This design comes from an exercise in tuning for small area and a short achievable clock period on the open sky130 flow, not from production work.
Function was checked by simulation only, so behaviour that the tests miss may differ from the original.
The flow treats the clock pin as an ideal source. Dropping or thinning the clock tree relies on that and would not hold on a real chip.
Power and IR drop assume default switching activity.

==> inputs of harbor <==
## alu_top
module alu_top(clk, a, b, op, out, carry_out, over_flow, zero);
==> flow/config.mk <==
export PLATFORM = sky130hd
export DESIGN_NAME = alu_top
export DESIGN_NICKNAME = alu_top
export VERILOG_FILES = /design/flow/design.v
export SDC_FILE = /design/flow/constraint.sdc
export NUM_CORES = 4
export LEC_CHECK = 0
export CAP_MARGIN = 20
export CORE_MARGIN = 2
export CORE_UTILIZATION = 40
export SLEW_MARGIN = 20
export SYNTH_HIERARCHICAL = 1
==> flow/constraint.sdc <==
create_clock -name core_clock -period 14.5 [get_ports {clk}]
set_input_delay 2.9000 -clock core_clock [delete_from_list [all_inputs] [get_ports {clk}]]
set_output_delay 2.9000 -clock core_clock [all_outputs]
set_load 0.01 [all_outputs]
standard.sh (not shown) runs the stock make flow with config.mk's settings and CLKGATE_MAP_FILE= SYNTH_SCRIPT=/design/flow/synth_recipe.tcl, a recipe that flattens the netlist after the stock synthesis.
==> flow/flow/run.sh <==
#!/bin/bash
# The standard layout (standard.sh) with these changes to how it is made:
#  - the port buffers are sky130 buf_1 rather than the resizer's default pick;
#  - before floorplanning every combinational cell is set to drive strength 1
#    (flow/downsize.tcl), so only the resizer's timing repair sizes cells up;
#  - the timing repair aims at a setup slack margin of SETUP_MARGIN ns;
#  - the clock port drives MCTS_K buffers that each drive the flip-flops of
#    one region (flow/cts_hook.tcl), instead of TritonCTS's two-level tree.
# Each tool's output goes to ORFS's own per-step logs under orfs/logs; make's
# output goes to standard.log.
export BUFFER_PORTS_ARGS="-buffer_cell sky130_fd_sc_hd__buf_1"
export SETUP_SLACK_MARGIN=${SETUP_MARGIN:-10.8}
export PRE_FLOORPLAN_TCL=$PWD/flow/downsize.tcl
export MCTS_K=${MCTS_K:-4}
export MCTS_CELL=${MCTS_CELL:-sky130_fd_sc_hd__buf_12}
export PRE_CTS_TCL=$PWD/flow/cts_hook.tcl
export REMOVE_ABC_BUFFERS=1
bash standard.sh > standard.log 2>&1
Other scripts of this flow, unchanged in this note and not shown: flow/flow/cts_hook.tcl, flow/flow/downsize.tcl
==> ember (differences from harbor) <==
--- a/flow/flow/run.sh
+++ b/flow/flow/run.sh
@@ -6,13 +6,12 @@
 #  - the timing repair aims at a setup slack margin of SETUP_MARGIN ns;
 #  - the clock port drives MCTS_K buffers that each drive the flip-flops of
 #    one region (flow/cts_hook.tcl), instead of TritonCTS's two-level tree.
 # Each tool's output goes to ORFS's own per-step logs under orfs/logs; make's
 # output goes to standard.log.
 export BUFFER_PORTS_ARGS="-buffer_cell sky130_fd_sc_hd__buf_1"
-export SETUP_SLACK_MARGIN=${SETUP_MARGIN:-10.8}
+export SETUP_SLACK_MARGIN=${SETUP_MARGIN:-10.2}
 export PRE_FLOORPLAN_TCL=$PWD/flow/downsize.tcl
 export MCTS_K=${MCTS_K:-4}
 export MCTS_CELL=${MCTS_CELL:-sky130_fd_sc_hd__buf_12}
 export PRE_CTS_TCL=$PWD/flow/cts_hook.tcl
-export REMOVE_ABC_BUFFERS=1
 bash standard.sh > standard.log 2>&1
==> juniper (differences from harbor) <==
--- a/flow/design.v
+++ b/flow/design.v
@@ -17,16 +17,16 @@
 	carry_out <= alu_carry_out;
 	over_flow <= alu_over_flow;
 	zero <= alu_zero;
 end
 endmodule
 
-module lf_andn(a, b, y);
+module lf_and2(a, b, y);
 input a, b;
 output y;
-assign y = ~a & b;
+assign y = a & b;
 endmodule
 module lf_aoi21(a, b, c, y);
 input a, b, c;
 output y;
 assign y = ~((a & b) | c);
 endmodule
@@ -52,21 +52,21 @@
 endmodule
 module lf_nand4(a, b, c, d, y);
 input a, b, c, d;
 output y;
 assign y = ~(a & b & c & d);
 endmodule
-module lf_nor2(a, b, y);
+module lf_nandn(a, b, y);
 input a, b;
 output y;
-assign y = ~(a | b);
+assign y = ~(~a & b);
 endmodule
-module lf_nor4(a, b, c, d, y);
-input a, b, c, d;
+module lf_nor2(a, b, y);
+input a, b;
 output y;
-assign y = ~(a | b | c | d);
+assign y = ~(a | b);
 endmodule
 module lf_oai21(a, b, c, y);
 input a, b, c;
 output y;
 assign y = ~((a | b) & c);
 endmodule
@@ -128,20 +128,20 @@
 wire q_27;
 wire q_28;
 wire q_29;
 wire q_30;
 wire q_31;
 wire q_32;
-wire bi_33;
-wire bi_34;
-wire bi_35;
-wire bi_36;
-wire bi_37;
-wire bi_38;
-wire bi_39;
-wire bi_40;
+wire bin_33;
+wire bin_34;
+wire bin_35;
+wire bin_36;
+wire bin_37;
+wire bin_38;
+wire bin_39;
+wire bin_40;
 wire pn_41;
 wire pn_42;
 wire pn_43;
 wire pn_44;
 wire pn_45;
 wire pn_46;
@@ -379,12 +379,14 @@
 wire z_278;
 wire z_279;
 wire z_280;
 wire z_281;
 wire z_282;
 wire z_283;
+wire z_284;
+wire z_285;
 wire mb0;
 wire c31 = G_196;
 wire c32 = G_162;
 wire p31 = ~pn_72;
 wire k1 = (op3 & ~p31) | inv;
 wire k0 = (op3 & p31) | inv;
@@ -421,52 +423,52 @@
   lf_xnor2 u26 (.a(a[26]), .b(b[26]), .y(q_27));
   lf_xnor2 u27 (.a(a[27]), .b(b[27]), .y(q_28));
   lf_xnor2 u28 (.a(a[28]), .b(b[28]), .y(q_29));
   lf_xnor2 u29 (.a(a[29]), .b(b[29]), .y(q_30));
   lf_xnor2 u30 (.a(a[30]), .b(b[30]), .y(q_31));
   lf_xnor2 u31 (.a(a[31]), .b(b[31]), .y(q_32));
-  lf_andn u32 (.a(addr[2]), .b(addr[0]), .y(bi_33));
-  lf_andn u33 (.a(addr[2]), .b(addr[0]), .y(bi_34));
-  lf_andn u34 (.a(addr[2]), .b(addr[0]), .y(bi_35));
-  lf_andn u35 (.a(addr[2]), .b(addr[0]), .y(bi_36));
-  lf_andn u36 (.a(addr[2]), .b(addr[0]), .y(bi_37));
-  lf_andn u37 (.a(addr[2]), .b(addr[0]), .y(bi_38));
-  lf_andn u38 (.a(addr[2]), .b(addr[0]), .y(bi_39));
-  lf_andn u39 (.a(addr[2]), .b(addr[0]), .y(bi_40));
-  lf_xor2 u40 (.a(q_1), .b(bi_33), .y(pn_41));
-  lf_xor2 u41 (.a(q_2), .b(bi_33), .y(pn_42));
-  lf_xor2 u42 (.a(q_3), .b(bi_33), .y(pn_43));
-  lf_xor2 u43 (.a(q_4), .b(bi_33), .y(pn_44));
-  lf_xor2 u44 (.a(q_5), .b(bi_34), .y(pn_45));
-  lf_xor2 u45 (.a(q_6), .b(bi_34), .y(pn_46));
-  lf_xor2 u46 (.a(q_7), .b(bi_34), .y(pn_47));
-  lf_xor2 u47 (.a(q_8), .b(bi_34), .y(pn_48));
-  lf_xor2 u48 (.a(q_9), .b(bi_35), .y(pn_49));
-  lf_xor2 u49 (.a(q_10), .b(bi_35), .y(pn_50));
-  lf_xor2 u50 (.a(q_11), .b(bi_35), .y(pn_51));
-  lf_xor2 u51 (.a(q_12), .b(bi_35), .y(pn_52));
-  lf_xor2 u52 (.a(q_13), .b(bi_36), .y(pn_53));
-  lf_xor2 u53 (.a(q_14), .b(bi_36), .y(pn_54));
-  lf_xor2 u54 (.a(q_15), .b(bi_36), .y(pn_55));
-  lf_xor2 u55 (.a(q_16), .b(bi_36), .y(pn_56));
-  lf_xor2 u56 (.a(q_17), .b(bi_37), .y(pn_57));
-  lf_xor2 u57 (.a(q_18), .b(bi_37), .y(pn_58));
-  lf_xor2 u58 (.a(q_19), .b(bi_37), .y(pn_59));
-  lf_xor2 u59 (.a(q_20), .b(bi_37), .y(pn_60));
-  lf_xor2 u60 (.a(q_21), .b(bi_38), .y(pn_61));
-  lf_xor2 u61 (.a(q_22), .b(bi_38), .y(pn_62));
-  lf_xor2 u62 (.a(q_23), .b(bi_38), .y(pn_63));
-  lf_xor2 u63 (.a(q_24), .b(bi_38), .y(pn_64));
-  lf_xor2 u64 (.a(q_25), .b(bi_39), .y(pn_65));
-  lf_xor2 u65 (.a(q_26), .b(bi_39), .y(pn_66));
-  lf_xor2 u66 (.a(q_27), .b(bi_39), .y(pn_67));
-  lf_xor2 u67 (.a(q_28), .b(bi_39), .y(pn_68));
-  lf_xor2 u68 (.a(q_29), .b(bi_40), .y(pn_69));
-  lf_xor2 u69 (.a(q_30), .b(bi_40), .y(pn_70));
-  lf_xor2 u70 (.a(q_31), .b(bi_40), .y(pn_71));
-  lf_xor2 u71 (.a(q_32), .b(bi_40), .y(pn_72));
+  lf_nandn u32 (.a(addr[2]), .b(addr[0]), .y(bin_33));
+  lf_nandn u33 (.a(addr[2]), .b(addr[0]), .y(bin_34));
+  lf_nandn u34 (.a(addr[2]), .b(addr[0]), .y(bin_35));
+  lf_nandn u35 (.a(addr[2]), .b(addr[0]), .y(bin_36));
+  lf_nandn u36 (.a(addr[2]), .b(addr[0]), .y(bin_37));
+  lf_nandn u37 (.a(addr[2]), .b(addr[0]), .y(bin_38));
+  lf_nandn u38 (.a(addr[2]), .b(addr[0]), .y(bin_39));
+  lf_nandn u39 (.a(addr[2]), .b(addr[0]), .y(bin_40));
+  lf_xnor2 u40 (.a(q_1), .b(bin_33), .y(pn_41));
+  lf_xnor2 u41 (.a(q_2), .b(bin_33), .y(pn_42));
+  lf_xnor2 u42 (.a(q_3), .b(bin_33), .y(pn_43));
+  lf_xnor2 u43 (.a(q_4), .b(bin_33), .y(pn_44));
+  lf_xnor2 u44 (.a(q_5), .b(bin_34), .y(pn_45));
+  lf_xnor2 u45 (.a(q_6), .b(bin_34), .y(pn_46));
+  lf_xnor2 u46 (.a(q_7), .b(bin_34), .y(pn_47));
+  lf_xnor2 u47 (.a(q_8), .b(bin_34), .y(pn_48));
+  lf_xnor2 u48 (.a(q_9), .b(bin_35), .y(pn_49));
+  lf_xnor2 u49 (.a(q_10), .b(bin_35), .y(pn_50));
+  lf_xnor2 u50 (.a(q_11), .b(bin_35), .y(pn_51));
+  lf_xnor2 u51 (.a(q_12), .b(bin_35), .y(pn_52));
+  lf_xnor2 u52 (.a(q_13), .b(bin_36), .y(pn_53));
+  lf_xnor2 u53 (.a(q_14), .b(bin_36), .y(pn_54));
+  lf_xnor2 u54 (.a(q_15), .b(bin_36), .y(pn_55));
+  lf_xnor2 u55 (.a(q_16), .b(bin_36), .y(pn_56));
+  lf_xnor2 u56 (.a(q_17), .b(bin_37), .y(pn_57));
+  lf_xnor2 u57 (.a(q_18), .b(bin_37), .y(pn_58));
+  lf_xnor2 u58 (.a(q_19), .b(bin_37), .y(pn_59));
+  lf_xnor2 u59 (.a(q_20), .b(bin_37), .y(pn_60));
+  lf_xnor2 u60 (.a(q_21), .b(bin_38), .y(pn_61));
+  lf_xnor2 u61 (.a(q_22), .b(bin_38), .y(pn_62));
+  lf_xnor2 u62 (.a(q_23), .b(bin_38), .y(pn_63));
+  lf_xnor2 u63 (.a(q_24), .b(bin_38), .y(pn_64));
+  lf_xnor2 u64 (.a(q_25), .b(bin_39), .y(pn_65));
+  lf_xnor2 u65 (.a(q_26), .b(bin_39), .y(pn_66));
+  lf_xnor2 u66 (.a(q_27), .b(bin_39), .y(pn_67));
+  lf_xnor2 u67 (.a(q_28), .b(bin_39), .y(pn_68));
+  lf_xnor2 u68 (.a(q_29), .b(bin_40), .y(pn_69));
+  lf_xnor2 u69 (.a(q_30), .b(bin_40), .y(pn_70));
+  lf_xnor2 u70 (.a(q_31), .b(bin_40), .y(pn_71));
+  lf_xnor2 u71 (.a(q_32), .b(bin_40), .y(pn_72));
   lf_nand2 u72 (.a(a[0]), .b(pn_41), .y(gn_73));
   lf_nand2 u73 (.a(a[1]), .b(pn_42), .y(gn_74));
   lf_nand2 u74 (.a(a[2]), .b(pn_43), .y(gn_75));
   lf_nand2 u75 (.a(a[3]), .b(pn_44), .y(gn_76));
   lf_nand2 u76 (.a(a[4]), .b(pn_45), .y(gn_77));
   lf_nand2 u77 (.a(a[5]), .b(pn_46), .y(gn_78));
@@ -704,9 +706,11 @@
   lf_nor2 u309 (.a(out[28]), .b(out[29]), .y(z_278));
   lf_nor2 u310 (.a(out[30]), .b(out[31]), .y(z_279));
   lf_nand4 u311 (.a(z_264), .b(z_265), .c(z_266), .d(z_267), .y(z_280));
   lf_nand4 u312 (.a(z_268), .b(z_269), .c(z_270), .d(z_271), .y(z_281));
   lf_nand4 u313 (.a(z_272), .b(z_273), .c(z_274), .d(z_275), .y(z_282));
   lf_nand4 u314 (.a(z_276), .b(z_277), .c(z_278), .d(z_279), .y(z_283));
-  lf_nor4 u315 (.a(z_280), .b(z_281), .c(z_282), .d(z_283), .y(zero));
+  lf_nor2 u315 (.a(z_280), .b(z_281), .y(z_284));
+  lf_nor2 u316 (.a(z_282), .b(z_283), .y(z_285));
+  lf_and2 u317 (.a(z_284), .b(z_285), .y(zero));
 lf_mux2 um (.s(c32), .a(m0), .b(m1), .y(mb0));   
 endmodule
--- a/flow/flow/run.sh
+++ b/flow/flow/run.sh
@@ -6,13 +6,12 @@
 #  - the timing repair aims at a setup slack margin of SETUP_MARGIN ns;
 #  - the clock port drives MCTS_K buffers that each drive the flip-flops of
 #    one region (flow/cts_hook.tcl), instead of TritonCTS's two-level tree.
 # Each tool's output goes to ORFS's own per-step logs under orfs/logs; make's
 # output goes to standard.log.
 export BUFFER_PORTS_ARGS="-buffer_cell sky130_fd_sc_hd__buf_1"
-export SETUP_SLACK_MARGIN=${SETUP_MARGIN:-10.8}
+export SETUP_SLACK_MARGIN=${SETUP_MARGIN:-10.7}
 export PRE_FLOORPLAN_TCL=$PWD/flow/downsize.tcl
 export MCTS_K=${MCTS_K:-4}
 export MCTS_CELL=${MCTS_CELL:-sky130_fd_sc_hd__buf_12}
 export PRE_CTS_TCL=$PWD/flow/cts_hook.tcl
-export REMOVE_ABC_BUFFERS=1
 bash standard.sh > standard.log 2>&1
CORE_UTILIZATION = 30   (was 40)
==> flow_summary.yaml <==
power:
  comb-power_uw: 238
  p_sw_uw: 237
  totalPowerFinal_uw: 704
critical_path:
  rrSetupSlack_ns: 11.01
  crit_path_max_fanout: 1
  cp.arrival_ns: 0.69
  worst-path-buf-inv: 1
die:
  start_util_pct: 30.9
  floorplan.core_area_um2: 13300
logic_synthesis:
  syn-instance-count: 441
timing:
  max_clock_freq_ghz: 0.279
layout:
  layout.comb_gates.multi_input: 328
run_status:
  run_status: "no timing/DRC/antenna violations"
placed_design:
  placement.setup.worst_slack_ns: 9.99
# the run above: juniper

==> flow_summary.yaml <==
run_status:
  run_status: "no timing/DRC/antenna violations"
power:
  totalPowerFinal_uw: 700
  p_sw_uw: 235
layout:
  multi_input_logic_portion_of_the_cell_area_pct: 44.8
  layout.comb_gates.multi_input: 326
critical_path:
  rrSetupSlack_ns: 10.98
  crit_path_max_fanout: 1
logic_synthesis:
  syn-instance-count: 439
  yosysWarnings: 7
placed_design:
  placement.setup.worst_slack_ns: 9.91
detailed_routing:
  via_count: 3391
die:
  floorplan.core_area_um2: 9860
  start_util_pct: 41.5
global_route:
  grt.busiest_layer: "met2"
timing:
  max_clock_freq_ghz: 0.282
# the run above: harbor

==> flow_summary.yaml <==
critical_path:
  crit_path_max_fanout: 14
  worst-path-buf-inv: 0
  rrSetupSlack_ns: 10.59
  cp.arrival_ns: 3.96
run_status:
  run_status: "no timing/DRC/antenna violations"
placed_design:
  placement.setup.worst_slack_ns: 9.89
power:
  comb-power_uw: 221
  totalPowerFinal_uw: 683
logic_synthesis:
  syn-instance-count: 439
layout:
  layout.comb_gates.multi_input: 326
timing:
  max_clock_freq_ghz: 0.256
global_route:
  met2_usage_pct: 27.2
die:
  floorplan.core_area_um2: 9860
# the run above: ember

In every run of this note, the design's own scripts or RTL, not TritonCTS, make the clock network.

==> re-timing with driven ports <==
How much do the figures lean on ideal ports? The routed layouts below were timed once more, with nothing changed but the port constraints.
Step 1 sets driving cells, clkbuf_16 on the clock port and buf_2 on the other inputs (assumed; they add their load-dependent delay and slew).
Step 2 also shifts input and output timing later by t, the mid clock arrival at the registers, as if the neighbouring blocks saw the same clock.
Three values: no drivers, after step 1, after step 2; two values: the first two.
run	shift t [ns]	slack for setup (ns)	worst setup path at the end	latest minus earliest clock arrival (ns)	cell pins on the clock port's net
harbor	0.208	10.948 / 10.873 / 10.983	register to register	0.012 / 0.012	4
ember	0.211	10.586 / 10.586 / 10.586	register to register	0.014 / 0.014	4
juniper	0.216	10.914 / 10.832 / 11.014	register to register	0.012 / 0.012	4
After both steps setup and hold are still met in every run listed.
